From an optimization exercise on the open Yosys and OpenROAD flow, aimed at small area; shortcuts taken in it are not production practice. At most, simulation tests tie the RTL to the original design; equivalence was not proved. No functional check of the RTL was part of runs 1 to 4 and 6.

[design/flow/constraint.sdc]
create_clock -name core_clock -period 5.0 [get_ports {clk}]
set_input_delay 1.0000 -clock core_clock [delete_from_list [all_inputs] [get_ports {clk}]]
set_output_delay 1.0000 -clock core_clock [all_outputs]
set_load 0.01 [all_outputs]
[design/flow/flow/run.sh]
#!/bin/bash
# The standard layout, with plain buf_1 cells as the port buffers.
set -euo pipefail
bash standard.sh BUFFER_PORTS_ARGS="-buffer_cell sky130_fd_sc_hd__buf_1" finish > make_finish.log 2>&1
[design/flow/design.v]
module EF
#(
    parameter TAP_N     = 17,
    parameter DI_IL_W   = 2,
    parameter DI_FL_W   = 5,
    parameter DI_W      = DI_IL_W + DI_FL_W + 1,
    parameter C_IL_W    = 2,
    parameter C_FL_W    = 5,
    parameter C_W       = C_IL_W + C_FL_W + 1,
    parameter DO_IL_W   = 2,
    parameter DO_FL_W   = 5,
    parameter DO_W      = DO_IL_W + DO_FL_W + 1
)
(
    input  wire                    clk,
    input  wire                    rst_n,
    input  wire                    valid_i,
    input  wire signed [DI_W-1:0]  data_i,
    input  wire [TAP_N*C_W-1:0]    coeff_i,
    output reg                     valid_o,
    output reg  signed [DO_W-1:0]  data_o
);
reg [7:0]  ring [0:15];    
reg [7:0]  xn;             
reg [7:0]  cb;             
reg [3:0]  d;              
reg [3:0]  cnt;            
reg        v1;             
reg        busy;           
reg        primed;         
reg [19:0] acc;
wire       last = busy & (cnt == 4'd15);
wire       ins  = busy & (d == 4'd0);
wire [7:0] head = primed ? ring[0] : 8'd0;
integer i;
always @(posedge clk) begin
    for (i = 0; i < 15; i = i + 1) ring[i] <= ring[i+1];
    ring[15] <= ins ? xn : head;
    if (valid_i) xn <= data_i;
end
always @(posedge clk or negedge rst_n) begin
    if (!rst_n) begin
        d       <= 4'd0;
        cnt     <= 4'd0;
        v1      <= 1'b0;
        busy    <= 1'b0;
        primed  <= 1'b0;
        valid_o <= 1'b0;
    end else begin
        if (!last) d <= d + 4'd1;
        if (busy) cnt <= cnt + 4'd1;
        v1 <= valid_i;
        if (v1) busy <= 1'b1;
        else if (last) busy <= 1'b0;
        if (last) primed <= 1'b1;
        valid_o <= last;
    end
end
wire [3:0] ci  = ~(d + 4'd1);
wire       cgo = 1'b1;
wire [127:0] chi = coeff_i[135:8];
wire [7:0]   csel = chi[8*ci +: 8];
wire [7:0]   cb_d = valid_i ? coeff_i[7:0] : (cgo ? csel : 8'd0);
always @(posedge clk)
    cb <= cb_d;
wire [7:0]  ma     = v1 ? xn : head;
wire [19:0] acc_in = v1 ? 20'h79110 : acc;
wire [19:0] sum;
wire pp1;
wire pp2;
wire pp3;
wire pp4;
wire pp5;
wire pp6;
wire pp7;
wire pp8;
wire pp9;
wire pp10;
wire pp11;
wire pp12;
wire pp13;
wire pp14;
wire pp15;
wire pp16;
wire pp17;
wire pp18;
wire pp19;
wire pp20;
wire pp21;
wire pp22;
wire pp23;
wire pp24;
wire pp25;
wire pp26;
wire pp27;
wire pp28;
wire pp29;
wire pp30;
wire pp31;
wire pp32;
wire pp33;
wire pp34;
wire pp35;
wire pp36;
wire pp37;
wire pp38;
wire pp39;
wire pp40;
wire pp41;
wire pp42;
wire pp43;
wire pp44;
wire pp45;
wire pp46;
wire pp47;
wire pp48;
wire pp49;
wire pp50;
wire pp51;
wire pp52;
wire pp53;
wire pp54;
wire pp55;
wire pp56;
wire pp57;
wire pp58;
wire pp59;
wire pp60;
wire pp61;
wire pp62;
wire pp63;
wire pp64;
wire s65;
wire c66;
wire s67;
wire c68;
wire s69;
wire c70;
wire s71;
wire c72;
wire s73;
wire c74;
wire s75;
wire c76;
wire s77;
wire c78;
wire s79;
wire c80;
wire s81;
wire c82;
wire s83;
wire c84;
wire s85;
wire c86;
wire s87;
wire c88;
wire s89;
wire c90;
wire s91;
wire c92;
wire s93;
wire c94;
wire s95;
wire c96;
wire s97;
wire c98;
wire s99;
wire c100;
wire s101;
wire c102;
wire s103;
wire c104;
wire s105;
wire c106;
wire s107;
wire c108;
wire s109;
wire c110;
wire s111;
wire c112;
wire s113;
wire c114;
wire s115;
wire c116;
wire s117;
wire c118;
wire s119;
wire c120;
wire s121;
wire c122;
wire s123;
wire c124;
wire s125;
wire c126;
wire s127;
wire c128;
wire s129;
wire c130;
wire s131;
wire c132;
wire s133;
wire c134;
wire s135;
wire c136;
wire s137;
wire c138;
wire s139;
wire c140;
wire s141;
wire c142;
wire s143;
wire c144;
wire s145;
wire c146;
wire s147;
wire c148;
wire s149;
wire c150;
wire s151;
wire c152;
wire s153;
wire c154;
wire s155;
wire c156;
wire s157;
wire c158;
wire s159;
wire c160;
wire s161;
wire c162;
wire s163;
wire c164;
wire s165;
wire c166;
wire s167;
wire c168;
wire s169;
wire c170;
wire s171;
wire c172;
wire s173;
wire c174;
wire s175;
wire c176;
wire g177;
wire p178;
wire g179;
wire p180;
wire g181;
wire p182;
wire g183;
wire p184;
wire g185;
wire p186;
wire g187;
wire p188;
wire g189;
wire p190;
wire g191;
wire p192;
wire g193;
wire p194;
wire g195;
wire p196;
wire g197;
wire p198;
wire g199;
wire p200;
wire g201;
wire p202;
wire g203;
wire p204;
wire g205;
wire p206;
wire g207;
wire p208;
wire G209;
wire P210;
wire G211;
wire P212;
wire G213;
wire P214;
wire G215;
wire P216;
wire G217;
wire P218;
wire G219;
wire P220;
wire G221;
wire P222;
wire G223;
wire P224;
wire G225;
wire P226;
wire G227;
wire P228;
wire G229;
wire P230;
wire G231;
wire P232;
wire G233;
wire P234;
wire G235;
wire P236;
wire G237;
wire P238;
wire G239;
wire P240;
wire G241;
wire P242;
wire G243;
wire P244;
wire G245;
wire P246;
wire G247;
wire P248;
wire G249;
wire P250;
wire G251;
wire P252;
wire G253;
wire P254;
wire G255;
wire P256;
wire G257;
wire P258;
wire G259;
wire P260;
wire G261;
wire P262;
wire G263;
wire P264;
wire G265;
wire P266;
wire G267;
wire P268;
wire G269;
wire P270;
wire G271;
wire P272;
wire G273;
wire P274;
wire G275;
wire P276;
wire G277;
wire P278;
wire G279;
wire P280;
wire G281;
wire P282;
wire G283;
wire P284;
wire G285;
wire P286;
wire G287;
wire P288;
assign pp1 = ma[0] & cb[0];
assign pp2 = ma[0] & cb[1];
assign pp3 = ma[0] & cb[2];
assign pp4 = ma[0] & cb[3];
assign pp5 = ma[0] & cb[4];
assign pp6 = ma[0] & cb[5];
assign pp7 = ma[0] & cb[6];
assign pp8 = ~(ma[0] & cb[7]);
assign pp9 = ma[1] & cb[0];
assign pp10 = ma[1] & cb[1];
assign pp11 = ma[1] & cb[2];
assign pp12 = ma[1] & cb[3];
assign pp13 = ma[1] & cb[4];
assign pp14 = ma[1] & cb[5];
assign pp15 = ma[1] & cb[6];
assign pp16 = ~(ma[1] & cb[7]);
assign pp17 = ma[2] & cb[0];
assign pp18 = ma[2] & cb[1];
assign pp19 = ma[2] & cb[2];
assign pp20 = ma[2] & cb[3];
assign pp21 = ma[2] & cb[4];
assign pp22 = ma[2] & cb[5];
assign pp23 = ma[2] & cb[6];
assign pp24 = ~(ma[2] & cb[7]);
assign pp25 = ma[3] & cb[0];
assign pp26 = ma[3] & cb[1];
assign pp27 = ma[3] & cb[2];
assign pp28 = ma[3] & cb[3];
assign pp29 = ma[3] & cb[4];
assign pp30 = ma[3] & cb[5];
assign pp31 = ma[3] & cb[6];
assign pp32 = ~(ma[3] & cb[7]);
assign pp33 = ma[4] & cb[0];
assign pp34 = ma[4] & cb[1];
assign pp35 = ma[4] & cb[2];
assign pp36 = ma[4] & cb[3];
assign pp37 = ma[4] & cb[4];
assign pp38 = ma[4] & cb[5];
assign pp39 = ma[4] & cb[6];
assign pp40 = ~(ma[4] & cb[7]);
assign pp41 = ma[5] & cb[0];
assign pp42 = ma[5] & cb[1];
assign pp43 = ma[5] & cb[2];
assign pp44 = ma[5] & cb[3];
assign pp45 = ma[5] & cb[4];
assign pp46 = ma[5] & cb[5];
assign pp47 = ma[5] & cb[6];
assign pp48 = ~(ma[5] & cb[7]);
assign pp49 = ma[6] & cb[0];
assign pp50 = ma[6] & cb[1];
assign pp51 = ma[6] & cb[2];
assign pp52 = ma[6] & cb[3];
assign pp53 = ma[6] & cb[4];
assign pp54 = ma[6] & cb[5];
assign pp55 = ma[6] & cb[6];
assign pp56 = ~(ma[6] & cb[7]);
assign pp57 = ~(ma[7] & cb[0]);
assign pp58 = ~(ma[7] & cb[1]);
assign pp59 = ~(ma[7] & cb[2]);
assign pp60 = ~(ma[7] & cb[3]);
assign pp61 = ~(ma[7] & cb[4]);
assign pp62 = ~(ma[7] & cb[5]);
assign pp63 = ~(ma[7] & cb[6]);
assign pp64 = ma[7] & cb[7];
EF_ha u_s65 (.a(pp6), .b(pp13), .s(s65), .co(c66));
EF_fa u_s67 (.a(pp7), .b(pp14), .c(pp21), .s(s67), .co(c68));
EF_ha u_s69 (.a(pp28), .b(pp35), .s(s69), .co(c70));
EF_fa u_s71 (.a(pp8), .b(pp15), .c(pp22), .s(s71), .co(c72));
EF_fa u_s73 (.a(pp29), .b(pp36), .c(pp43), .s(s73), .co(c74));
EF_ha u_s75 (.a(pp50), .b(pp57), .s(s75), .co(c76));
EF_fa u_s77 (.a(pp16), .b(pp23), .c(pp30), .s(s77), .co(c78));
EF_fa u_s79 (.a(pp37), .b(pp44), .c(pp51), .s(s79), .co(c80));
EF_ha u_s81 (.a(pp58), .b(acc_in[8]), .s(s81), .co(c82));
EF_fa u_s83 (.a(pp24), .b(pp31), .c(pp38), .s(s83), .co(c84));
EF_fa u_s85 (.a(pp45), .b(pp52), .c(pp59), .s(s85), .co(c86));
EF_fa u_s87 (.a(pp32), .b(pp39), .c(pp46), .s(s87), .co(c88));
EF_ha u_s89 (.a(pp4), .b(pp11), .s(s89), .co(c90));
EF_fa u_s91 (.a(pp5), .b(pp12), .c(pp19), .s(s91), .co(c92));
EF_ha u_s93 (.a(pp26), .b(pp33), .s(s93), .co(c94));
EF_fa u_s95 (.a(s65), .b(pp20), .c(pp27), .s(s95), .co(c96));
EF_fa u_s97 (.a(pp34), .b(pp41), .c(acc_in[5]), .s(s97), .co(c98));
EF_fa u_s99 (.a(c66), .b(s67), .c(s69), .s(s99), .co(c100));
EF_fa u_s101 (.a(pp42), .b(pp49), .c(acc_in[6]), .s(s101), .co(c102));
EF_fa u_s103 (.a(c68), .b(c70), .c(s71), .s(s103), .co(c104));
EF_fa u_s105 (.a(s73), .b(s75), .c(acc_in[7]), .s(s105), .co(c106));
EF_fa u_s107 (.a(c72), .b(c74), .c(c76), .s(s107), .co(c108));
EF_fa u_s109 (.a(s77), .b(s79), .c(s81), .s(s109), .co(c110));
EF_fa u_s111 (.a(c78), .b(c80), .c(c82), .s(s111), .co(c112));
EF_fa u_s113 (.a(s83), .b(s85), .c(acc_in[9]), .s(s113), .co(c114));
EF_fa u_s115 (.a(c84), .b(c86), .c(s87), .s(s115), .co(c116));
EF_fa u_s117 (.a(pp53), .b(pp60), .c(acc_in[10]), .s(s117), .co(c118));
EF_fa u_s119 (.a(c88), .b(pp40), .c(pp47), .s(s119), .co(c120));
EF_fa u_s121 (.a(pp54), .b(pp61), .c(acc_in[11]), .s(s121), .co(c122));
EF_fa u_s123 (.a(pp48), .b(pp55), .c(pp62), .s(s123), .co(c124));
EF_ha u_s125 (.a(pp3), .b(pp10), .s(s125), .co(c126));
EF_fa u_s127 (.a(s89), .b(pp18), .c(pp25), .s(s127), .co(c128));
EF_fa u_s129 (.a(c90), .b(s91), .c(s93), .s(s129), .co(c130));
EF_fa u_s131 (.a(c92), .b(c94), .c(s95), .s(s131), .co(c132));
EF_fa u_s133 (.a(c96), .b(c98), .c(s99), .s(s133), .co(c134));
EF_fa u_s135 (.a(c100), .b(c102), .c(s103), .s(s135), .co(c136));
EF_fa u_s137 (.a(c104), .b(c106), .c(s107), .s(s137), .co(c138));
EF_fa u_s139 (.a(c108), .b(c110), .c(s111), .s(s139), .co(c140));
EF_fa u_s141 (.a(c112), .b(c114), .c(s115), .s(s141), .co(c142));
EF_fa u_s143 (.a(c116), .b(c118), .c(s119), .s(s143), .co(c144));
EF_fa u_s145 (.a(c120), .b(c122), .c(s123), .s(s145), .co(c146));
EF_fa u_s147 (.a(c124), .b(pp56), .c(pp63), .s(s147), .co(c148));
EF_ha u_s149 (.a(pp2), .b(pp9), .s(s149), .co(c150));
EF_fa u_s151 (.a(s125), .b(pp17), .c(acc_in[2]), .s(s151), .co(c152));
EF_fa u_s153 (.a(c126), .b(s127), .c(acc_in[3]), .s(s153), .co(c154));
EF_fa u_s155 (.a(c128), .b(s129), .c(acc_in[4]), .s(s155), .co(c156));
EF_fa u_s157 (.a(c130), .b(s131), .c(s97), .s(s157), .co(c158));
EF_fa u_s159 (.a(c132), .b(s133), .c(s101), .s(s159), .co(c160));
EF_fa u_s161 (.a(c134), .b(s135), .c(s105), .s(s161), .co(c162));
EF_fa u_s163 (.a(c136), .b(s137), .c(s109), .s(s163), .co(c164));
EF_fa u_s165 (.a(c138), .b(s139), .c(s113), .s(s165), .co(c166));
EF_fa u_s167 (.a(c140), .b(s141), .c(s117), .s(s167), .co(c168));
EF_fa u_s169 (.a(c142), .b(s143), .c(s121), .s(s169), .co(c170));
EF_fa u_s171 (.a(c144), .b(s145), .c(acc_in[12]), .s(s171), .co(c172));
EF_fa u_s173 (.a(c146), .b(s147), .c(acc_in[13]), .s(s173), .co(c174));
EF_fa u_s175 (.a(c148), .b(pp64), .c(acc_in[14]), .s(s175), .co(c176));
assign p178 = pp1 ^ acc_in[0];
assign g177 = pp1 & acc_in[0];
assign p180 = s149 ^ acc_in[1];
assign g179 = s149 & acc_in[1];
assign p182 = c150 ^ s151;
assign g181 = c150 & s151;
assign p184 = c152 ^ s153;
assign g183 = c152 & s153;
assign p186 = c154 ^ s155;
assign g185 = c154 & s155;
assign p188 = c156 ^ s157;
assign g187 = c156 & s157;
assign p190 = c158 ^ s159;
assign g189 = c158 & s159;
assign p192 = c160 ^ s161;
assign g191 = c160 & s161;
assign p194 = c162 ^ s163;
assign g193 = c162 & s163;
assign p196 = c164 ^ s165;
assign g195 = c164 & s165;
assign p198 = c166 ^ s167;
assign g197 = c166 & s167;
assign p200 = c168 ^ s169;
assign g199 = c168 & s169;
assign p202 = c170 ^ s171;
assign g201 = c170 & s171;
assign p204 = c172 ^ s173;
assign g203 = c172 & s173;
assign p206 = c174 ^ s175;
assign g205 = c174 & s175;
assign p208 = c176 ^ acc_in[15];
assign g207 = c176 & acc_in[15];
assign G209 = g179 | (p180 & g177);
assign P210 = p180 & p178;
assign G211 = g183 | (p184 & g181);
assign P212 = p184 & p182;
assign G213 = g187 | (p188 & g185);
assign P214 = p188 & p186;
assign G215 = g191 | (p192 & g189);
assign P216 = p192 & p190;
assign G217 = g195 | (p196 & g193);
assign P218 = p196 & p194;
assign G219 = g199 | (p200 & g197);
assign P220 = p200 & p198;
assign G221 = g203 | (p204 & g201);
assign P222 = p204 & p202;
assign G223 = g207 | (p208 & g205);
assign P224 = p208 & p206;
assign G225 = 1'b0 | (acc_in[17] & 1'b0);
assign P226 = acc_in[17] & acc_in[16];
assign G227 = 1'b0 | (acc_in[19] & 1'b0);
assign P228 = acc_in[19] & acc_in[18];
assign G229 = g181 | (p182 & G209);
assign P230 = p182 & P210;
assign G231 = G211 | (P212 & G209);
assign P232 = P212 & P210;
assign G233 = g189 | (p190 & G213);
assign P234 = p190 & P214;
assign G235 = G215 | (P216 & G213);
assign P236 = P216 & P214;
assign G237 = g197 | (p198 & G217);
assign P238 = p198 & P218;
assign G239 = G219 | (P220 & G217);
assign P240 = P220 & P218;
assign G241 = g205 | (p206 & G221);
assign P242 = p206 & P222;
assign G243 = G223 | (P224 & G221);
assign P244 = P224 & P222;
assign G245 = 1'b0 | (acc_in[18] & G225);
assign P246 = acc_in[18] & P226;
assign G247 = G227 | (P228 & G225);
assign P248 = P228 & P226;
assign G249 = g185 | (p186 & G231);
assign P250 = p186 & P232;
assign G251 = G213 | (P214 & G231);
assign P252 = P214 & P232;
assign G253 = G233 | (P234 & G231);
assign P254 = P234 & P232;
assign G255 = G235 | (P236 & G231);
assign P256 = P236 & P232;
assign G257 = g201 | (p202 & G239);
assign P258 = p202 & P240;
assign G259 = G221 | (P222 & G239);
assign P260 = P222 & P240;
assign G261 = G241 | (P242 & G239);
assign P262 = P242 & P240;
assign G263 = G243 | (P244 & G239);
assign P264 = P244 & P240;
assign G265 = g193 | (p194 & G255);
assign P266 = p194 & P256;
assign G267 = G217 | (P218 & G255);
assign P268 = P218 & P256;
assign G269 = G237 | (P238 & G255);
assign P270 = P238 & P256;
assign G271 = G239 | (P240 & G255);
assign P272 = P240 & P256;
assign G273 = G257 | (P258 & G255);
assign P274 = P258 & P256;
assign G275 = G259 | (P260 & G255);
assign P276 = P260 & P256;
assign G277 = G261 | (P262 & G255);
assign P278 = P262 & P256;
assign G279 = G263 | (P264 & G255);
assign P280 = P264 & P256;
assign G281 = 1'b0 | (acc_in[16] & G279);
assign P282 = acc_in[16] & P280;
assign G283 = G225 | (P226 & G279);
assign P284 = P226 & P280;
assign G285 = G245 | (P246 & G279);
assign P286 = P246 & P280;
assign G287 = G247 | (P248 & G279);
assign P288 = P248 & P280;
assign sum[0] = p178 ^ 1'b0;
assign sum[1] = p180 ^ g177;
assign sum[2] = p182 ^ G209;
assign sum[3] = p184 ^ G229;
assign sum[4] = p186 ^ G231;
assign sum[5] = p188 ^ G249;
assign sum[6] = p190 ^ G251;
assign sum[7] = p192 ^ G253;
assign sum[8] = p194 ^ G255;
assign sum[9] = p196 ^ G265;
assign sum[10] = p198 ^ G267;
assign sum[11] = p200 ^ G269;
assign sum[12] = p202 ^ G271;
assign sum[13] = p204 ^ G273;
assign sum[14] = p206 ^ G275;
assign sum[15] = p208 ^ G277;
assign sum[16] = acc_in[16] ^ G279;
assign sum[17] = acc_in[17] ^ G281;
assign sum[18] = acc_in[18] ^ G283;
assign sum[19] = acc_in[19] ^ G285;
always @(posedge clk)
    acc <= sum;
always @(*) begin
    if (!acc[19] && acc[18:12] != 7'h00)      data_o = 8'h7f;
    else if (acc[19] && acc[18:12] != 7'h7f)  data_o = 8'h80;
    else                                      data_o = acc[12:5];
end
endmodule
module EF_fa (input wire a, input wire b, input wire c, output wire s, output wire co);
assign s  = a ^ b ^ c;
assign co = (a & b) | (a & c) | (b & c);
endmodule
module EF_ha (input wire a, input wire b, output wire s, output wire co);
assign s  = a ^ b;
assign co = a & b;
endmodule
[design/flow/config.mk]
export PLATFORM = sky130hd
export DESIGN_NAME = EF
export DESIGN_NICKNAME = EF
export VERILOG_FILES = /design/flow/design.v
export SDC_FILE = /design/flow/constraint.sdc
export NUM_CORES = 4
export LEC_CHECK = 0
export CAP_MARGIN = 20
export CORE_MARGIN = 2
export CORE_UTILIZATION = 40
export CTS_BUF_LIST = sky130_fd_sc_hd__clkbuf_8
export CTS_CLUSTER_DIAMETER = 60
export CTS_CLUSTER_SIZE = 30
export SLEW_MARGIN = 20
export SYNTH_HIERARCHICAL = 1
export SYNTH_MINIMUM_KEEP_SIZE = 0
[design/flow/standard.sh]
#!/bin/bash
# synth_recipe.tcl (not shown) runs the flow's synth.tcl, then flattens the netlist and writes it again
# the make line also repeats each setting of config.mk as NAME=value (left out here)
make -C /OpenROAD-flow-scripts/flow DESIGN_CONFIG=/design/flow/config.mk WORK_HOME=/design/flow/orfs CLKGATE_MAP_FILE= SYNTH_SCRIPT=/design/flow/synth_recipe.tcl "${@:-finish}"
==> summary.txt, run 1 <==
vias per cell=between 4 and 5; die height=roughly 140 microns; Synth Instances=593; Clock Skews=0.01387 ns; max-capacitance violation count=0; post-layout minimum cycle time=4.665 ns; Final setup viols=0; Sink Count=176; First DRT Iteration DRCs=161; Worst-Margin Slew=1.060 ns; Worst Setup Start Kind=register; crit path DAT=5.02 ns; Setup crit end kind=register; number of flops mapped to enable cells by yosys=8; Post-Route WL=16100 microns; number of synthesized register bits=176; die area=slightly below 20000 sq um; fmax=214.3 MHz; Hold Path Class=register to register; YS warnings=8; vias in the first global route=5441; Post-DRT Antenna Nets=0; post-synth cell types=40; DRC=0; most frequent cell after synthesis=dfxtp_1; # IOs=156; R2R Setup Slk=0.33 ns; antenna fix cells=0; Post-Layout Cell Count=slightly above 1000; core area=18520 sq um; DP HPWL=12730 microns; Synth area leaders=dfxtp_1, fa_1, mux4_2; sequential area share after synthesis=48.88%; Initial Utilization=between 40% and 50%; Clock Tree Buf Depth=2; CTS root buf=clkbuf_8; initial antenna violation count=0; Crit Path Max Fanout=9; pre-CTS setup slack=0.2750 ns; fin crit share=slightly above 90%; Slew HR=29.32%; First-pass DRT Iterations=4; TritonCTS clock tree=built; RR Startpoint=primed; Cell Rows=50; total CTS buffers=17; Final Worst Setup Slack=0.3345 ns; outcome=finished clean; global-route wire length before repair=26370 microns; Placer Congestion=0.9198; Synth Net Count=819; Port Buffer Count=155; Synth top cells by count=dfxtp_1, nand2_1, nor2b_1; RSZ-0062 raised after global routing=false; post-synthesis average cell area=12.64 sq um; synthesized area=7495 sq um; layout cell share with drive strength beyond 1=12.31%; setup bufs post-CTS=0; Die X-Extent=140.9 microns; Routed WL per cell=16.00 microns; critical path type=register to register; largest net degree at the start of global routing=36; # H-tree levels=4; hold path startpoint=ring[10][1]; Max Transition Viols Final=0; DP Area=8353 sq um; nets=between 900 and 1000; worst skew pair latency=0.46 ns; total gr overflow=0; area delta synth->final=17.06%; post-route cell area=8773 sq um; Yosys top cell area share=41.67%; Setup TNS Final=0 ns; clk slew on worst S/H paths=0.10 ns; Final Hold Fails=0; top_reg_cell synth=dfxtp_1; worst setup path start=primed; share of flip-flops with an asynchronous set or reset=6.818%; leading area contributor after synthesis=dfxtp_1; Req. time, crit path=5.36 ns; Total GRT Usage=about 17%; via count=4955; placed cell count=approximately 970
==> modules after synthesis, one instance, submodules excluded <==
module	flip-flops and latches	cell area, sq um
EF	176	6434
EF_fa	0	20.02
EF_ha	0	12.51
==> layout make-up <==
type | count | area [sq um]
Clock buffer | 18 | 247.7
Timing Repair Buffer | 167 | 671.9
Tap cell | 234 | 292.8
Sequential cell | 176 | 3666
Fill cell | 1710 | 9744
Clock inverter | 14 | 171.4
Multi-Input combinational cell | 386 | 3682
Inverter | 11 | 41.29
==> metal layers <==
layer  up-vias  share of wire [%]  track usage (%)
met3        31                3.8            2.989
li1       2345                  -                -
met2       153                 53            31.42
met4         0                2.6            8.842
met1      2426                 40            19.31
met5         -                  0                0
==> logic make-up after synthesis <==
group | Yosys count | synth area share [%]
muxes | 34 | 9.900
xor gates and xnor gates | 20 | 2.538
and+or+nand+nor | 183 | 12.39
DFF | 176 | 48.88
buffers and inverters | 31 | 1.987
AOI/OAI and AO/OA | 70 | 5.910
adders and majority gates | 79 | 18.40
==> state kept, by name, indices dropped and copies added (netlist names) <==
signal and cells:
cb 8, ring 128, d 4, xn 8
acc 20, cnt 4, valid_o 1, v1 1
busy 1, primed 1
==> layout by cell type (no fill, tap or decap), types with 5 or more instances in the layout <==
cell type  count
dfxtp_1      156
buf_1        155
nand2_1       64
nor2b_1       62
fa_1          52
mux4_2        32
ha_1          27
o21ai_0       21
clkbuf_8      18
nor2_1        16
a21oi_1       15
xnor2_1       12
buf_4         12
inv_1         11
nand3_1       11
nand2b_1      10
dfrtp_1       10
a31oi_1        9
edfxtp_1       8
or2_2          7
o21a_1         7
xor2_1         6
and2_1         5
a21o_1         5
==> critical path: stages, from the launching register on <==
cell	delay, ns
dfrtp_1	0.49
nand2_1	0.15
nor2_1	0.05
a21oi_1	0.35
nor2b_1	0.10
ha_1	0.34
fa_1	0.56
fa_1	0.44
fa_1	0.47
ha_1	0.33
a21oi_1	0.16
o21ai_2	0.13
and2_1	0.20
o21ai_0	0.15
nand2b_1	0.09
fa_1	0.38
xor2_1	0.18
==> timing repair <==
item | 4_1_cts | 5_1_grt
gates resized for setup | 0 | 1
hold buffers | 0 | 0
endpoints found under the setup margin | 0 | 6
==> worst paths after layout <==
path / depth (start not counted) / end
worst max-delay path: 16 / acc[9]
worst min-delay path: 0 / ring[9][1]
worst max register to register: 16 / acc[9]
worst min register to register: 0 / ring[9][1]
max in group asynchronous: 1 / d[0]
min in group asynchronous: 1 / d[3]
==> per-stage QoR <==
| stage | util [%] | hold slack (ns) |
|---|---|---|
| final | 47.38 | 0.3235 |
| after floorplan | - | 0.3096 |
| after global placement | 45.11 | 0.3095 |
| after global routing | 47.38 | 0.3308 |
| after detailed placement | 45.11 | 0.3121 |
| after CTS | 47.37 | 0.3240 |
==> run 2, diff against run 1 <==
--- a/design/flow/config.mk
+++ b/design/flow/config.mk
@@ -10,5 +10,5 @@
 export CORE_UTILIZATION = 40
-export CTS_BUF_LIST = sky130_fd_sc_hd__clkbuf_8
-export CTS_CLUSTER_DIAMETER = 60
-export CTS_CLUSTER_SIZE = 30
+export CTS_BUF_LIST = sky130_fd_sc_hd__clkbuf_16
+export CTS_CLUSTER_DIAMETER = 100
+export CTS_CLUSTER_SIZE = 50
 export SLEW_MARGIN = 20
==> run 2 against run 1 <==
Via count grew 0.77%. Routed wire length grew 0.78%. Clock skew shrank 0.0057 ns. First-iteration DRC count shrank 5.0%. Design area grew 2.0%. Sequential cell count is the same. Sequential share of layout area shrank 0.82 points. Final cell count is the same. Critical path type unchanged. Largest cell class unchanged.
==> summary.txt, run 2 <==
most frequent cells in the layout=dfxtp_1, buf_1, nand2_1, nor2b_1, fa_1 (unchanged); crit path DAT=5.00 ns (was 5.02 ns); die height=140.9 microns (unchanged); core area=18520 sq um (unchanged); # IOs=156 (unchanged); fin crit share=93.70% (was 93.31%); Final setup viols=0 (unchanged); clk slew on worst S/H paths=0.07 ns (was 0.10 ns); Req. time, crit path=5.31 ns (was 5.36 ns); global-route wire length before repair=26480 microns (was 26370 microns); post-synth cell types=40 (unchanged); via count=4993 (was 4955); Crit Path Max Fanout=9 (unchanged); Cell Rows=50 (unchanged); share of flip-flops with an asynchronous set or reset=6.818% (unchanged); Yosys top cell area share=41.67% (unchanged); pre-CTS setup slack=0.2750 ns (unchanged); most frequent cell after synthesis=dfxtp_1 (unchanged); Clock Tree Buf Depth=2 (unchanged); nets=985 (unchanged); Max stage delay on crit path=0.56 ns (about the same); RSZ-0062 raised after global routing=false (unchanged); worst skew pair latency=0.42 ns (was 0.46 ns); Synth area leaders=dfxtp_1, fa_1, mux4_2 (unchanged); Worst-Margin Slew=1.065 ns (was 1.060 ns); YS warnings=8 (unchanged); First DRT Iteration DRCs=153 (was 161); post-layout minimum cycle time=4.685 ns (was 4.665 ns); CP dominant cell by count=fa_1 (unchanged); outcome=finished clean (unchanged); Total GRT Usage=17.28% (was 17.23%); antenna fix cells=0 (unchanged); post-synthesis average cell area=12.64 sq um (unchanged); die area=19850 sq um (unchanged); CTS root buf=clkbuf_16 (was clkbuf_8); cell chain of the critical path=nand2_1 -> nor2_1 -> a21oi_1 -> nor2b_1 -> ha_1 -> fa_1 -> fa_1 -> fa_1 -> ha_1 -> a21oi_1 -> o21ai_2 -> and2_1 -> o21ai_0 -> nand2b_1 -> fa_1 -> xor2_1 (unchanged); top_reg_cell synth=dfxtp_1 (unchanged); Max Transition Viols Final=0 (unchanged); Hold Path Class=register to register (unchanged); Synth top cells by count=dfxtp_1, nand2_1, nor2b_1 (unchanged); leading area contributor after synthesis=dfxtp_1 (unchanged); Worst Setup Start Kind=register (unchanged); vias per cell=4.963 (was 4.925); TritonCTS clock tree=built (unchanged); vias in the first global route=5441 (unchanged); cts hold-fix bufs=0 (unchanged); total gr overflow=0 (unchanged); fill count=1689 (was 1710); top flop regs=ring (128), acc (20) (unchanged); Synth Instances=593 (unchanged); Routed WL per cell=16.13 microns (was 16.00 microns); Die X-Extent=140.9 microns (unchanged); fmax=213.4 MHz (was 214.3 MHz); Setup TNS Final=0 ns (unchanged); Slew HR=29.03% (was 29.32%); First-pass DRT Iterations=4 (unchanged); number of synthesized register bits=176 (unchanged); CP max stage cell=fa_1 (unchanged); CP bufs+invs=0 (unchanged); area delta synth->final=19.42% (was 17.06%); Clock Skews=0.008145 ns (was 0.01387 ns); max reg flops=128 (unchanged); DP HPWL=12730 microns (unchanged); post_cts resized=0 (unchanged); # H-tree levels=4 (unchanged); number of flops mapped to enable cells by yosys=8 (unchanged); setup bufs post-CTS=0 (unchanged); Initial Utilization=40.47% (unchanged); Final Worst Setup Slack=0.3150 ns (was 0.3345 ns); Synth Net Count=819 (unchanged); register name with the most flops=ring (unchanged); sequential area share after synthesis=48.88% (unchanged); initial antenna violation count=0 (unchanged); Setup crit end kind=register (unchanged); DRC=0 (unchanged); Final Hold Fails=0 (unchanged); layout cell share with drive strength beyond 1=12.18% (was 12.31%); Sink Count=176 (unchanged); critical path type=register to register (unchanged); largest net degree at the start of global routing=36 (unchanged); Placer Congestion=0.9198 (unchanged); Port Buffer Count=155 (unchanged); most common cell after layout, fill and taps aside=dfxtp_1 (unchanged); max-capacitance violation count=0 (unchanged); Crit path max-delay family=adder cells (unchanged); Post-Route WL=16220 microns (was 16100 microns); synthesized area=7495 sq um (unchanged); Post-DRT Antenna Nets=0 (unchanged); total CTS buffers=17 (unchanged)
==> run 2: cell count changes in the layout (fill, tap and decap cells not counted), sizes merged <==
cell and change:
bufinv -1, clkinv +1
==> run 2: kinds of logic (layout without fill, tap and decap cells) <==
kind of cell / after synthesis / after routing / share of synthesized area, %
DFF: 176 / 176 / 48.88
buffers and inverters: 31 / 210 / 1.987
and+or+nand+nor: 183 / 183 / 12.39
AOI/OAI and AO/OA: 70 / 70 / 5.910
muxes: 34 / 34 / 9.900
xor gates and xnor gates: 20 / 20 / 2.538
adders and majority gates: 79 / 79 / 18.40
==> run 2: final cells by class <==
cell class / instances / area [sq um] / share of cell area [%]
clock inverter: 14 / 145.1 / 1.622
sequential: 176 / 3666 / 40.96
clock buffer: 18 / 450.4 / 5.033
timing repair buffer: 167 / 671.9 / 7.507
multi-input combinational: 386 / 3682 / 41.14
inverter: 11 / 41.29 / 0.4613
tap: 234 / 292.8 / 3.271
==> run 2: final timing paths <==
| path | from | end | slack (ns) | cells past startpoint |
|---|---|---|---|---|
| min in group asynchronous | rst_n | primed | 0.60 | 1 |
| max in group asynchronous | rst_n | d[0] | 3.91 | 1 |
| setup reg to reg | primed | acc[9] | 0.31 | 16 |
| hold / removal | ring[4][0] | ring[3][0] | 0.32 | 0 |
| hold reg to reg | ring[4][0] | ring[3][0] | 0.32 | 0 |
| setup / recovery | primed | acc[9] | 0.31 | 16 |
==> run 2: layer usage <==
metal	track usage, %	share of wire (%)	vias to the layer above
met5	0	0	-
met4	8.211	2.3	0
met3	3.295	3.9	26
met2	31.40	53	163
met1	19.56	41	2457
li1	-	-	2347
==> run 2: modules after synthesis, one instance, submodules excluded <==
module | cell area [sq um] | copies in the design
EF_ha | 12.51 | 8
EF_fa | 20.02 | 48
EF | 6434 | 1
==> run 2: through the flow <==
step | instances | hold WS (ns) | utilization [%] | cell area, sq um
2_1_floorplan | 593 | 0.3096 | - | 7495
3_3_place_gp | 974 | 0.3095 | 45.11 | 8353
3_5_place_dp | 974 | 0.3121 | 45.11 | 8353
4_1_cts | 1006 | 0.3246 | 48.32 | 8949
5_1_grt | 1006 | 0.3295 | 48.33 | 8950
6_report | 1006 | 0.3243 | 48.33 | 8950
==> run 2: worst reg2reg max path, delay by kind of cell, from the launching register on <==
kind,cells,cell delay [ns]
compound gates,4,0.81
xor+xnor,1,0.17
fa+ha+maj,6,2.52
flops,1,0.49
simple gates,5,0.61
==> run 3, diff against run 2 <==
--- a/design/flow/design.v
+++ b/design/flow/design.v
@@ -24,3 +24,3 @@
 reg [7:0]  xn;             
-reg [7:0]  cb;             
+reg [7:0]  cbn;            
 reg [3:0]  d;              
@@ -64,3 +64,4 @@
 always @(posedge clk)
-    cb <= cb_d;
+    cbn <= ~cb_d;
+wire [7:0] cb = ~cbn;
 wire [7:0]  ma     = v1 ? xn : head;
@@ -588,3 +589,3 @@
 assign P288 = P248 & P280;
-assign sum[0] = p178 ^ 1'b0;
+assign sum[0] = p178;
 assign sum[1] = p180 ^ g177;
@@ -610,6 +611,7 @@
     acc <= sum;
+wire [19:0] acc_t = acc;    
 always @(*) begin
-    if (!acc[19] && acc[18:12] != 7'h00)      data_o = 8'h7f;
-    else if (acc[19] && acc[18:12] != 7'h7f)  data_o = 8'h80;
-    else                                      data_o = acc[12:5];
+    if (!acc_t[19] && acc_t[18:12] != 7'h00)      data_o = 8'h7f;
+    else if (acc_t[19] && acc_t[18:12] != 7'h7f)  data_o = 8'h80;
+    else                                          data_o = acc_t[12:5];
 end
--- a/design/flow/config.mk
+++ b/design/flow/config.mk
@@ -10,5 +10,3 @@
 export CORE_UTILIZATION = 40
-export CTS_BUF_LIST = sky130_fd_sc_hd__clkbuf_16
-export CTS_CLUSTER_DIAMETER = 100
-export CTS_CLUSTER_SIZE = 50
+export CTS_BUF_LIST = sky130_fd_sc_hd__clkbuf_4 sky130_fd_sc_hd__clkbuf_8
 export SLEW_MARGIN = 20
==> run 3 against run 2 <==
Synthesized cell count is 1.7% lower. Via count down 1.9%. Final cell count shrank 2.1%. Global-route usage grew 0.087 points. Non-clock buffer count stayed put.
==> summary.txt, run 3 <==
outcome=finished clean (unchanged); post-synthesis average cell area=12.74 sq um (was 12.64 sq um); Clock Tree Buf Depth=2 (unchanged); Post-DRT Antenna Nets=0 (unchanged); post-route cell area=8625 sq um (was 8950 sq um); Max Transition Viols Final=0 (unchanged); most common cell after layout, fill and taps aside=dfxtp_1 (unchanged); die area=19670 sq um (was 19850 sq um); Port Buffer Count=155 (unchanged); Synth Net Count=809 (was 819); synthesized area=7426 sq um (was 7495 sq um); clk slew on worst S/H paths=0.11 ns (was 0.07 ns); top_reg_cell synth=dfxtp_1 (unchanged); fmax=215.3 MHz (was 213.4 MHz); largest family of logic cells by synthesized area=adder cells (unchanged); Cell Rows=49 (was 50); die height=140.3 microns (was 140.9 microns); Setup TNS Final=0 ns (unchanged); crit path DAT=4.99 ns (was 5.00 ns); Initial Utilization=41.06% (was 40.47%); YS warnings=8 (unchanged); Crit Path Max Fanout=15 (was 9); Slew HR=54.79% (was 29.03%); Synth Instances=583 (was 593); total gr overflow=0 (unchanged); CP max stage cell=fa_1 (unchanged); Synth top cells by count=dfxtp_1, nor2_1, fa_1 (was dfxtp_1, nand2_1, nor2b_1); Synth area leaders=dfxtp_1, fa_1, mux4_2 (unchanged); Compound-Gate Fraction of Synth Area=6.234% (was 5.910%); Die X-Extent=140.3 microns (was 140.9 microns); Worst-Margin Slew=0.6781 ns (was 1.065 ns); vias in the first global route=5406 (was 5441); Routed WL per cell=16.30 microns (was 16.13 microns); Yosys top cell area share=42.06% (was 41.67%); # H-tree levels=4 (unchanged); worst skew pair latency=0.46 ns (was 0.42 ns); core area=18090 sq um (was 18520 sq um); area delta synth->final=16.14% (was 19.42%); First-pass DRT Iterations=15 (was 4); Placer Congestion=0.9502 (was 0.9198); antenna fix cells=0 (unchanged); mux share of post-synthesis cell area=11.07% (was 9.900%); CTS root buf=clkbuf_8 (was clkbuf_16); cell chain of the critical path=buf_4 -> a21oi_1 -> buf_4 -> nor2_1 -> fa_1 -> fa_1 -> fa_1 -> fa_1 -> ha_1 -> a21oi_1 -> o21ai_0 -> a22oi_2 -> o211a_4 -> inv_1 -> ha_1 -> xnor2_1 (was nand2_1 -> nor2_1 -> a21oi_1 -> nor2b_1 -> ha_1 -> fa_1 -> fa_1 -> fa_1 -> ha_1 -> a21oi_1 -> o21ai_2 -> and2_1 -> o21ai_0 -> nand2b_1 -> fa_1 -> xor2_1); pre-CTS setup slack=0.2760 ns (was 0.2750 ns); largest net degree at the start of global routing=36 (unchanged); setup bufs post-CTS=0 (unchanged); max-capacitance violation count=0 (unchanged); initial antenna violation count=0 (unchanged); Final Hold Fails=0 (unchanged); via count=4897 (was 4993); Synth Area in Adders=18.57% (was 18.40%); RSZ-0062 raised after global routing=false (unchanged); TritonCTS clock tree=built (unchanged); number of synthesized register bits=176 (unchanged); Final setup viols=0 (unchanged); leading area contributor after synthesis=dfxtp_1 (unchanged); DP HPWL=12930 microns (was 12730 microns); top flop regs=ring (128), acc (20) (unchanged); global-route wire length before repair=26410 microns (was 26480 microns); share of flip-flops with an asynchronous set or reset=6.818% (unchanged); xor/xnor share of the synthesized area=2.612% (was 2.538%); Final Core Density=47.69% (was 48.33%); Final Worst Setup Slack=0.3551 ns (was 0.3150 ns); sequential area share after synthesis=49.33% (was 48.88%); max reg flops=128 (unchanged); First DRT Iteration DRCs=271 (was 153); DP Area=8243 sq um (was 8353 sq um); Worst Setup Start Kind=register (unchanged); total CTS buffers=17 (unchanged); Synth Area in Simple Gates=9.705% (was 12.39%); CP dominant cell by count=fa_1 (unchanged); critical path type=register to register (unchanged); Total GRT Usage=17.37% (was 17.28%); Setup crit end kind=register (unchanged); register name with the most flops=ring (unchanged); vias per cell=4.972 (was 4.963); hold slack=0.3135 ns (was 0.3243 ns); Req. time, crit path=5.35 ns (was 5.31 ns); Max stage delay on crit path=0.58 ns (was 0.56 ns); number of flops mapped to enable cells by yosys=8 (unchanged); Clock Skews=0.01687 ns (was 0.008145 ns); # IOs=156 (unchanged); DRC=0 (unchanged); post-synth cell types=40 (unchanged); nets=969 (was 985); layout cell share with drive strength beyond 1=14.55% (was 12.18%); post-layout minimum cycle time=4.645 ns (was 4.685 ns); Hold Path Class=register to register (unchanged); most frequent cells in the layout=dfxtp_1, buf_1, nor2_1, fa_1, nand2_1 (was dfxtp_1, buf_1, nand2_1, nor2b_1, fa_1); most frequent cell after synthesis=dfxtp_1 (unchanged); Post-Route WL=16060 microns (was 16220 microns); fin crit share=92.90% (was 93.70%); Sink Count=176 (unchanged)
run 3: cell count changes after synthesis, moves of 14 or more:
cell,previous run,this run
nand2_1,64,40
nor2_1,16,67
or2_2,7,21
nor2b_1,62,13
run 3: cell type report:
class,instances,area [sq um]
clock buffers,17,234.0
clock inverters,15,142.6
fillers,1627,9462
inverters,11,41.29
multi-input cells,370,3581
flip-flops and latches,176,3667
well taps,229,286.5
repair buffers,167,671.9
run 3: routing by layer:
metal | GRT usage, % | part of all wire, % | vias up
met5 | 0 | 0 | -
met4 | 7.762 | 3.4 | 0
met3 | 3.658 | 4.9 | 37
met2 | 31.17 | 52 | 201
met1 | 19.96 | 40 | 2353
li1 | - | - | 2306
run 3: final timing paths:
check,from,to,slack [ns],cells past startpoint
min reg2reg,ring[13][5],ring[12][5],0.31,0
min,ring[13][5],ring[12][5],0.31,0
min in group asynchronous,rst_n,cnt[2],0.55,1
max,v1,acc[17],0.36,16
max reg2reg,v1,acc[17],0.36,16
max in group asynchronous,rst_n,d[0],3.98,1
run 3: Yosys stat by module, one instance, submodules excluded:
| module | times used | flip-flops and latches | cells inside | area (sq um) |
|---|---|---|---|---|
| EF_fa | 48 | 0 | 1 | 20.02 |
| EF | 1 | 176 | 527 | 6365 |
| EF_ha | 8 | 0 | 1 | 12.51 |
run 3: critical path, delay by kind of cell (launching register included):
kind / cells / cell delay [ns]
compound gates: 5 / 0.83
xor+xnor: 1 / 0.13
fa+ha+maj: 6 / 2.44
buf+inv: 3 / 0.49
flops: 1 / 0.51
simple gates: 1 / 0.15
run 3: cell families after synthesis:
logic type | Yosys count
compound gates | 70
simple gates | 159
xor+xnor | 20
flops | 176
buf+inv | 37
mux | 42
fa+ha+maj | 79
run 3: timing repair:
action	CTS	global route
resized for setup	0	2
endpoints found under the hold margin	0	0
setup endpoints to repair	0	2
hold buffers	0	0
run 3: through the flow:
| step | instances |
|---|---|
| finish | 985 |
| CTS | 985 |
| global placement | 953 |
| global route | 985 |
| floorplan | 583 |
| detailed placement | 953 |
==> run 4, diff against run 3 <==
--- a/design/flow/config.mk
+++ b/design/flow/config.mk
@@ -9,3 +9,3 @@
 export CORE_MARGIN = 2
-export CORE_UTILIZATION = 40
+export CORE_UTILIZATION = 65
 export CTS_BUF_LIST = sky130_fd_sc_hd__clkbuf_4 sky130_fd_sc_hd__clkbuf_8
==> run 4 against run 3 <==
Maximum frequency shrank 1.1%. Largest cell class unchanged. Still clean on timing, DRC and antenna. Setup slack lost 0.052 ns. Via count down 0.76%. Final cell count decreased by 8.7%. Routed wire length is 6.3% lower. Clock skew fell by 0.00094 ns.
==> summary.txt, run 4 <==
Synth top cells by count=dfxtp_1, nor2_1, fa_1 (unchanged); xor/xnor share of the synthesized area=2.612% (unchanged); Crit Path Max Fanout=23 (was 15); First DRT Iteration DRCs=255 (was 271); mux share of post-synthesis cell area=11.07% (unchanged); R2R Setup Slk=0.30 ns (was 0.36 ns); layout cell share with drive strength beyond 1=14.30% (was 14.55%); outcome=finished clean (unchanged); most common cell after layout, fill and taps aside=dfxtp_1 (unchanged); CP dominant cell by count=fa_1 (unchanged); YS warnings=8 (unchanged); TritonCTS clock tree=built (unchanged); clk slew on worst S/H paths=0.10 ns (was 0.11 ns); cts hold-fix bufs=0 (unchanged); CTS root buf=clkbuf_8 (unchanged); number of flops mapped to enable cells by yosys=8 (unchanged); synthesized area=7426 sq um (unchanged); DRC=0 (unchanged); most frequent cells in the layout=dfxtp_1, buf_1, nor2_1, fa_1, nand2_1 (unchanged); CP max stage cell=dfrtp_2 (was fa_1); Synth area leaders=dfxtp_1, fa_1, mux4_2 (unchanged); Synth Area in Adders=18.57% (unchanged); post-synth cell types=40 (unchanged); via count=4860 (was 4897); leading area contributor after synthesis=dfxtp_1 (unchanged); Clock Tree Buf Depth=2 (unchanged); max-capacitance violation count=0 (unchanged); Port Buffer Count=155 (unchanged); critical path type=register to register (unchanged); Max Transition Viols Final=0 (unchanged); post-layout minimum cycle time=4.696 ns (was 4.645 ns); fin crit share=93.93% (was 92.90%); total CTS buffers=17 (unchanged); area delta synth->final=15.27% (was 16.14%); nets=968 (was 969); Synth Net Count=809 (unchanged); setup bufs post-CTS=0 (unchanged); vias per cell=5.406 (was 4.972); initial antenna violation count=1 (was 0); Hold Path Class=register to register (unchanged); Sink Count=176 (unchanged); Final Core Density=75.94% (was 47.69%); Req. time, crit path=5.36 ns (was 5.35 ns); crit path DAT=5.05 ns (was 4.99 ns); Clock Skews=0.01593 ns (was 0.01687 ns); top flop regs=ring (128), acc (20) (unchanged); Post-DRT Antenna Nets=0 (unchanged); # H-tree levels=4 (unchanged); global-route wire length before repair=24780 microns (was 26410 microns); Final setup viols=0 (unchanged); cell chain of the critical path=buf_4 -> a21oi_1 -> nor2_1 -> fa_1 -> fa_1 -> fa_1 -> fa_1 -> ha_1 -> a21oi_1 -> o21ai_0 -> a22oi_2 -> o211a_4 -> inv_1 -> ha_1 -> xnor2_1 (was buf_4 -> a21oi_1 -> buf_4 -> nor2_1 -> fa_1 -> fa_1 -> fa_1 -> fa_1 -> ha_1 -> a21oi_1 -> o21ai_0 -> a22oi_2 -> o211a_4 -> inv_1 -> ha_1 -> xnor2_1); Synth Instances=583 (unchanged); Slew HR=51.00% (was 54.79%); Worst-Margin Slew=0.7298 ns (was 0.6781 ns); die area=12300 sq um (was 19670 sq um); Total GRT Usage=26.27% (was 17.37%); core area=11270 sq um (was 18090 sq um); largest family of logic cells by synthesized area=adder cells (unchanged); # IOs=156 (unchanged); DP HPWL=11820 microns (was 12930 microns); register name with the most flops=ring (unchanged); Final Hold Fails=0 (unchanged); worst skew pair latency=0.45 ns (was 0.46 ns); vias in the first global route=5095 (was 5406); number of synthesized register bits=176 (unchanged); First-pass DRT Iterations=5 (was 15); Max stage delay on crit path=0.51 ns (was 0.58 ns); largest net degree at the start of global routing=36 (unchanged); Yosys top cell area share=42.06% (unchanged); Final Worst Setup Slack=0.3035 ns (was 0.3551 ns); Initial Utilization=65.88% (was 41.06%); Setup crit end kind=register (unchanged); sequential area share after synthesis=49.33% (unchanged); pre-CTS setup slack=0.2353 ns (was 0.2760 ns); fmax=212.9 MHz (was 215.3 MHz); Compound-Gate Fraction of Synth Area=6.234% (unchanged); RSZ-0062 raised after global routing=false (unchanged); Post-Route WL=15040 microns (was 16060 microns); Routed WL per cell=16.73 microns (was 16.30 microns); post-synthesis average cell area=12.74 sq um (unchanged); Synth Area in Simple Gates=9.705% (unchanged); most frequent cell after synthesis=dfxtp_1 (unchanged); max reg flops=128 (unchanged); die height=110.9 microns (was 140.3 microns); share of flip-flops with an asynchronous set or reset=6.818% (unchanged); Placer Congestion=0.8776 (was 0.9502); Setup TNS Final=0 ns (unchanged); top_reg_cell synth=dfxtp_1 (unchanged); total gr overflow=0 (unchanged); Die X-Extent=110.9 microns (was 140.3 microns); Worst Setup Start Kind=register (unchanged); Cell Rows=39 (was 49)
==> run 4: worst paths after layout <==
check | depth (start not counted) | end | from
min in group asynchronous | 1 | valid_o | rst_n
max in group asynchronous | 1 | v1 | rst_n
min | 0 | ring[14][6] | ring[15][6]
max | 15 | acc[17] | v1
max reg2reg | 15 | acc[17] | v1
min reg2reg | 0 | ring[14][6] | ring[15][6]
==> run 4: timing repair <==
item	in CTS	in global routing
endpoints found under the hold margin	0	0
resized for setup	0	1
setup endpoints to repair	0	2
==> run 4: metrics by stage <==
step	area (sq um)	std cells	hold WS (ns)
2_1_floorplan	7426	583	0.3096
3_3_place_gp	8128	866	0.3118
3_5_place_dp	8128	866	0.3121
4_1_cts	8553	898	0.3259
5_1_grt	8559	899	0.3267
6_report	8559	899	0.3235
==> run 4: logic make-up after synthesis <==
| group | count (synthesis) |
|---|---|
| flip-flops | 176 |
| adder cells (fa/ha/maj) | 79 |
| buffers and inverters | 37 |
| AO/OA/AOI/OAI | 70 |
| multiplexers | 42 |
| AND/OR/NAND/NOR | 159 |
| XOR/XNOR | 20 |
==> run 4: worst max-delay path: cells and delay by family (launching register included) <==
family / cells / cell delay, ns
fa+ha+maj: 6 / 2.41
compound gates: 5 / 1.11
flops: 1 / 0.51
buf+inv: 2 / 0.32
simple gates: 1 / 0.13
xor+xnor: 1 / 0.12
==> run 4: metal layers <==
metal | up-vias | track usage [%] | routed length (microns)
met5 | - | 0 | 0
met4 | 0 | 10.33 | 381
met3 | 19 | 5.850 | 884
met2 | 196 | 45.81 | 7717
met1 | 2338 | 31.96 | 6060
li1 | 2307 | - | -
==> run 4: area by class of cell <==
class / instances / area, sq um
antenna: 1 / 2.502
clock buffer: 19 / 255.2
clock inverter: 13 / 170.2
fill: 791 / 2713
inverter: 11 / 41.29
multi-input combinational: 370 / 3581
sequential: 176 / 3666
tap: 143 / 178.9
timing repair buffer: 166 / 664.4
==> run 4: modules after synthesis, one instance, submodules excluded <==
module  flip-flops and latches  cells inside
EF                         176           527
EF_fa                        0             1
EF_ha                        0             1
==> run 5, diff against run 4 <==
--- a/design/flow/design.v
+++ b/design/flow/design.v
@@ -24,3 +24,3 @@
 reg [7:0]  xn;             
-reg [7:0]  cbn;            
+reg [7:0]  cb;             
 reg [3:0]  d;              
@@ -64,4 +64,3 @@
 always @(posedge clk)
-    cbn <= ~cb_d;
-wire [7:0] cb = ~cbn;
+    cb <= cb_d;
 wire [7:0]  ma     = v1 ? xn : head;
--- a/design/flow/config.mk
+++ b/design/flow/config.mk
@@ -9,3 +9,3 @@
 export CORE_MARGIN = 2
-export CORE_UTILIZATION = 65
+export CORE_UTILIZATION = 40
 export CTS_BUF_LIST = sky130_fd_sc_hd__clkbuf_4 sky130_fd_sc_hd__clkbuf_8
==> run 5 against run 4 <==
Clock-buffer cell count down 1. Maximum frequency is 0.87% higher. Final cell count up 12%. Critical endpoint unchanged. Register-to-register slack better by 0.04 ns. Die area up 61%. Routed wire length rose by 5.9%. Critical path type unchanged. Utilization shrank 29 points. Synthesized cell count increased by 1.7%.
==> summary.txt, run 5 <==
Synth area leaders=dfxtp_1, fa_1, mux4_2 (unchanged); Min-Delay Endpoint=ring[14][7] (was ring[14][6]); post-synth cell types=40 (unchanged); R2R depth=17 (was 15); cts hold-fix bufs=0 (unchanged); post_cts resized=0 (unchanged); # H-tree levels=4 (unchanged); largest net degree at the start of global routing=35 (was 36); Routed WL per cell=15.83 microns (was 16.73 microns); layout cell share with drive strength beyond 1=12.18% (was 14.30%); die height=140.9 microns (was 110.9 microns); Req. time, crit path=5.35 ns (was 5.36 ns); Sink Count=176 (unchanged); Initial Utilization=40.47% (was 65.88%); worst skew pair latency=0.45 ns (about the same); top_reg_cell synth=dfxtp_1 (unchanged); DRC=0 (unchanged); nets=985 (was 968); Max Transition Viols Final=0 (unchanged); antenna fix cells=0 (was 1); R2R Setup Slk=0.34 ns (was 0.30 ns); core area=18520 sq um (was 11270 sq um); fmax=214.8 MHz (was 212.9 MHz); Placer Congestion=0.9270 (was 0.8776); Final Hold Fails=0 (unchanged); vias per cell=4.934 (was 5.406); fin crit share=93.12% (was 93.93%); max-capacitance violation count=0 (unchanged); Reg2Reg Capture Point=acc[17] (unchanged); Synth top cells by count=dfxtp_1, nand2_1, nor2b_1 (was dfxtp_1, nor2_1, fa_1); initial antenna violation count=0 (was 1); RR Startpoint=primed (was v1); Cell Rows=50 (was 39); most frequent cells in the layout=dfxtp_1, buf_1, nand2_1, nor2b_1, fa_1 (was dfxtp_1, buf_1, nor2_1, fa_1, nand2_1); CTS root buf=clkbuf_8 (unchanged); TritonCTS clock tree=built (unchanged); post-synthesis average cell area=12.64 sq um (was 12.74 sq um); total CTS buffers=17 (unchanged); # IOs=156 (unchanged); total gr overflow=0 (unchanged); die area=19850 sq um (was 12300 sq um); leading area contributor after synthesis=dfxtp_1 (unchanged); Synth Net Count=819 (was 809); synthesized area=7495 sq um (was 7426 sq um); global-route wire length before repair=25970 microns (was 24780 microns); Slew HR=28.59% (was 51.00%); Clock Skews=0.01022 ns (was 0.01593 ns); RSZ-0062 raised after global routing=false (unchanged); outcome=finished clean (unchanged); Crit Path Max Fanout=9 (was 23); post-layout minimum cycle time=4.656 ns (was 4.696 ns); setup bufs post-CTS=0 (unchanged); crit path DAT=5.01 ns (was 5.05 ns); First DRT Iteration DRCs=243 (was 255); DP Area=8353 sq um (was 8128 sq um); YS warnings=8 (unchanged); DP HPWL=12720 microns (was 11820 microns); Synth Instances=593 (was 583); Total GRT Usage=16.98% (was 26.27%); Worst-Margin Slew=1.071 ns (was 0.7298 ns); via count=4964 (was 4860); Clock Tree Buf Depth=2 (unchanged); Final Worst Setup Slack=0.3442 ns (was 0.3035 ns); most frequent cell after synthesis=dfxtp_1 (unchanged); Die X-Extent=140.9 microns (was 110.9 microns); Hold Path Class=register to register (unchanged); Setup TNS Final=0 ns (unchanged); Port Buffer Count=155 (unchanged); pre-CTS setup slack=0.3370 ns (was 0.2353 ns); clk slew on worst S/H paths=0.10 ns (about the same); Yosys top cell area share=41.67% (was 42.06%); sequential area share after synthesis=48.88% (was 49.33%); number of synthesized register bits=176 (unchanged); post-route cell area=8770 sq um (was 8559 sq um); number of flops mapped to enable cells by yosys=8 (unchanged); Post-DRT Antenna Nets=0 (unchanged); area delta synth->final=17.01% (was 15.27%); vias in the first global route=5421 (was 5095); Final setup viols=0 (unchanged); top flop regs=ring (128), acc (20) (unchanged); most common cell after layout, fill and taps aside=dfxtp_1 (unchanged); max reg flops=128 (unchanged); Worst Setup Start Kind=register (unchanged); critical path type=register to register (unchanged); Setup crit end kind=register (unchanged); register name with the most flops=ring (unchanged); Post-Route WL=15930 microns (was 15040 microns); First-pass DRT Iterations=5 (unchanged); hold path startpoint=ring[15][7] (was ring[15][6]); share of flip-flops with an asynchronous set or reset=6.818% (unchanged); worst hold path cell count=0 (unchanged)
## run 5: cell types whose count changed after synthesis, moves of 14 or more
cell / previous run / this run
nand2_1: 40 / 64
nor2b_1: 13 / 62
nor2_1: 67 / 16
or2_2: 21 / 7
## run 5: area by class of cell
type | instances | area, sq um
clock inverter | 14 | 175.2
sequential | 176 | 3665
multi-input combinational | 386 | 3682
inverter | 11 | 41.29
timing repair buffer | 167 | 671.9
fill | 1687 | 9748
tap | 234 | 292.8
clock buffer | 18 | 241.5
## run 5: through the flow
step / cells / util [%] / hold slack [ns]
after CTS: 1006 / 47.36 / 0.3148
after floorplan: 593 / - / 0.3096
final: 1006 / 47.36 / 0.3236
after detailed placement: 974 / 45.11 / 0.3121
after global routing: 1006 / 47.36 / 0.3246
after global placement: 974 / 45.11 / 0.3100
## run 5: logic make-up (layout without fill, tap and decap cells)
group / count (synthesis) / in the layout / synth area share (%)
mux: 34 / 34 / 9.900
simple gates: 183 / 183 / 12.39
flops: 176 / 176 / 48.88
buf+inv: 31 / 210 / 1.987
compound gates: 70 / 70 / 5.910
xor+xnor: 20 / 20 / 2.538
fa+ha+maj: 79 / 79 / 18.40
## run 5: worst max-delay path by stage
stage | from | end | slack [ns]
2_1_floorplan | v1 | acc[9] | 0.53
3_3_place_gp | v1 | acc[17] | 0.43
3_5_place_dp | v1 | acc[17] | 0.34
4_1_cts | v1 | acc[17] | 0.34
5_1_grt | v1 | acc[14] | 0.01
6_report | primed | acc[17] | 0.34
## run 5: per-module statistics from Yosys (local to each module, per instance)
module  copies in the design  flip-flops and latches  cells inside
EF                         1                     176           537
EF_fa                     48                       0             1
EF_ha                      8                       0             1
## run 5: worst max-delay path, stage by stage, from the launching register on
cell and delay [ns]:
dfrtp_1 0.51, nand2_1 0.12, nor2_1 0.10, a21oi_1 0.05
buf_4 0.20, nand2b_1 0.17, fa_1 0.46, fa_1 0.59
fa_1 0.44, fa_1 0.47, ha_1 0.34, a21oi_1 0.23
o21ai_0 0.14, a22oi_2 0.15, o211a_4 0.20, inv_1 0.06
ha_1 0.20, xnor2_1 0.13
## run 5: metal layers
layer,up-vias,wire [microns],track usage [%]
met4,0,507,7.158
li1,2344,-,-
met1,2415,6265,18.25
met3,31,680,3.872
met2,174,8474,31.94
met5,-,0,0
==> run 6, diff against run 5 <==
--- a/design/flow/design.v
+++ b/design/flow/design.v
@@ -24,3 +24,3 @@
 reg [7:0]  xn;             
-reg [7:0]  cb;             
+reg [7:0]  cbn;            
 reg [3:0]  d;              
@@ -64,3 +64,4 @@
 always @(posedge clk)
-    cb <= cb_d;
+    cbn <= ~cb_d;
+wire [7:0] cb = ~cbn;
 wire [7:0]  ma     = v1 ? xn : head;
==> design/flow/flow/run.sh (replaced) <==
#!/bin/bash
# The standard layout, with plain buf_1 cells as the port buffers and power
# recovery (downsizing of cells off the critical paths) after global routing.
set -euo pipefail
bash standard.sh BUFFER_PORTS_ARGS="-buffer_cell sky130_fd_sc_hd__buf_1" RECOVER_POWER=100 finish > make_finish.log 2>&1
==> run 6 against run 5 <==
Now fails the layout checks on max-capacitance violations, max-slew violations. Utilization increased by 0.22 points. Largest cell class is now sequential cells. Die area fell by 0.89%. Synthesized area shrank 0.92%. Clock skew increased by 0.0067 ns. First-iteration DRC count shrank 0.82%. Design area down 1.9%.
==> summary.txt, run 6 <==
fmax=214.9 MHz (was 214.8 MHz); nets=969 (was 985); Synth Instances=583 (was 593); outcome=failed layout checks (was finished clean); Setup TNS Final=0 ns (unchanged); global-route wire length before repair=26410 microns (was 25970 microns); YS warnings=8 (unchanged); DRC=0 (unchanged); DP HPWL=12930 microns (was 12720 microns); Clock Tree Buf Depth=2 (unchanged); number of flops mapped to enable cells by yosys=8 (unchanged); most frequent cells in the layout=dfxtp_1, buf_1, nor2_1, fa_1, nand2_1 (was dfxtp_1, buf_1, nand2_1, nor2b_1, fa_1); initial antenna violation count=0 (unchanged); busiest grt layer=met2 (unchanged); RSZ-0062 raised after global routing=false (unchanged); GR Layer Usage met2=31.17% (was 31.94%); R2R Setup Slk=0.35 ns (was 0.34 ns); via count=4884 (was 4964); post-synthesis average cell area=12.74 sq um (was 12.64 sq um); Final Hold Fails=0 (unchanged); layout cell share with drive strength beyond 1=13.89% (was 12.18%); area delta synth->final=15.89% (was 17.01%); top_reg_cell synth=dfxtp_1 (unchanged); CTS root buf=clkbuf_8 (unchanged); antenna fix cells=0 (unchanged); most frequent cell after synthesis=dfxtp_1 (unchanged); worst skew pair latency=0.46 ns (was 0.45 ns); share of flip-flops with an asynchronous set or reset=6.818% (unchanged); Cell Rows=49 (was 50); Synth area leaders=dfxtp_1, fa_1, mux4_2 (unchanged); placed cell count=953 (was 974); Fail Reasons=max-capacitance violations, max-slew violations; Max Transition Viols Final=36 (was 0); Req. time, crit path=5.35 ns (about the same); core area=18090 sq um (was 18520 sq um); post_cts resized=0 (unchanged); crit path DAT=5.00 ns (was 5.01 ns); Routed WL per cell=16.24 microns (was 15.83 microns); register name with the most flops=ring (unchanged); leading area contributor after synthesis=dfxtp_1 (unchanged); Yosys top cell area share=42.06% (was 41.67%); Sink Count=176 (unchanged); total gr overflow=0 (unchanged); Post-Route WL=16000 microns (was 15930 microns); Initial Utilization=41.06% (was 40.47%); post-route cell area=8606 sq um (was 8770 sq um); Crit Path Max Fanout=9 (unchanged); GR Util met3=3.658% (was 3.872%); max-capacitance violation count=1 (was 0); First-pass DRT Iterations=15 (was 5); post-synth cell types=40 (unchanged); Post-Layout Cell Count=985 (was 1006); post-layout minimum cycle time=4.652 ns (was 4.656 ns); fin crit share=93.05% (was 93.12%); max reg flops=128 (unchanged); First DRT Iteration DRCs=241 (was 243); Synth top cells by count=dfxtp_1, nor2_1, fa_1 (was dfxtp_1, nand2_1, nor2b_1); # IOs=156 (unchanged); Hold Path Class=register to register (unchanged); TritonCTS clock tree=built (unchanged); critical path type=register to register (unchanged); largest net degree at the start of global routing=36 (was 35); cts hold-fix bufs=0 (unchanged); clk slew on worst S/H paths=0.10 ns (about the same); top flop regs=ring (128), acc (20) (unchanged)
[run 6: changes by cell type in the layout (fill, tap and decap cells not counted), moves of 4 or more]
cell and delta:
a31oi_1 -8, a32oi_1 +8, clkbuf_1 +5, mux2i_1 +8, nand2_1 -24, nand2b_1 -7, nand3_1 -8, nor2_1 +51
nor2b_1 -49, o21ai_1 -4, or2_2 +14
[run 6: cell type report]
type                    count  area (sq um)
repair buffers            167         660.6
multi-input cells         370          3573
inverters                  11         41.29
clock inverters            15         142.6
well taps                 229         286.5
fillers                  1632          9480
flip-flops and latches    176          3667
clock buffers              17         234.0
[run 6: worst max-delay path, cell delays in order (launching register included)]
cell and delay [ns]:
dfrtp_2 0.45, nand2_1 0.11, nor2_1 0.11, a21oi_1 0.09, or2_2 0.32, fa_1 0.46
fa_1 0.47, fa_1 0.57, fa_1 0.42, ha_1 0.33, a21oi_1 0.26, o21ai_0 0.15
a22oi_2 0.16, o211a_4 0.21, inv_1 0.07, ha_1 0.22, xnor2_1 0.13
[run 6: kinds of logic after synthesis]
group	Yosys count	synth area share (%)
xor+xnor	20	2.612
mux	42	11.07
simple gates	159	9.705
fa+ha+maj	79	18.57
compound gates	70	6.234
flops	176	49.33
buf+inv	37	2.477
[run 6: final timing paths]
kind                       cells after the start     endpoint        start
max in group asynchronous                      1         d[0]        rst_n
min reg2reg                                    0  ring[12][5]  ring[13][5]
min in group asynchronous                      1       cnt[2]        rst_n
max                                           16      acc[17]       primed
min                                            0  ring[12][5]  ring[13][5]
max reg2reg                                   16      acc[17]       primed
[run 6: through the flow]
stage	hold slack (ns)	worst slack, ns	util [%]
detailed placement	0.3121	0.2760	45.58
finish	0.3137	0.3475	47.58
global route	0.3141	0.05014	47.58
global placement	0.3103	0.4088	45.58
CTS	0.3136	0.2589	47.66
floorplan	0.3096	0.5052	-
[run 6: layer usage]
layer | up-vias | routed length (microns)
li1 | 2305 | -
met5 | - | 0
met4 | 0 | 524
met2 | 202 | 8336
met3 | 36 | 764
met1 | 2341 | 6373
[run 6: Yosys stat by module (local to each module, per instance)]
module / flops+latches / copies in the design / cell area (sq um) / cells inside
EF_fa: 0 / 48 / 20.02 / 1
EF: 176 / 1 / 6365 / 527
EF_ha: 0 / 8 / 12.51 / 1

## afterwards: timing with drivers on the ports
In the flow no input, the clock included, has a driving cell. The finished layouts below were timed again as built, in two steps. Step 1: set_driving_cell puts a clkbuf_16 on clk and a buf_2 on each other input, an assumption about the parent block. Step 2 times the ports against the registers' clock, not the clock port: input delays grow and output delays shrink by t, the midpoint of the rising clock arrivals with the driver on. Three values: no drivers, after step 1, after step 2; two values: the first two.
| run | shift t [ns] | setup slack, ns | hold slack, ns | slew at the worst register clock pin (ns) | worst slew at a driven data input, ns |
|---|---|---|---|---|---|
| run 1 | 0.489 | 0.335 / 0.335 / 0.335 | 0.323 / 0.323 / 0.323 | 0.10 / 0.10 | 0.04 |
| run 2 | 0.464 | 0.315 / 0.315 / 0.315 | 0.324 / 0.324 / 0.324 | 0.07 / 0.07 | 0.05 |
| run 3 | 0.481 | 0.355 / 0.355 / 0.355 | 0.313 / 0.313 / 0.313 | 0.11 / 0.11 | 0.05 |
| run 4 | 0.482 | 0.304 / 0.304 / 0.304 | 0.324 / 0.324 / 0.324 | 0.10 / 0.10 | 0.09 |
| run 5 | 0.479 | 0.344 / 0.344 / 0.344 | 0.324 / 0.324 / 0.324 | 0.10 / 0.10 | 0.07 |
| run 6 | 0.482 | 0.348 / 0.348 / 0.348 | 0.314 / 0.314 / 0.314 | 0.10 / 0.10 | 0.05 |
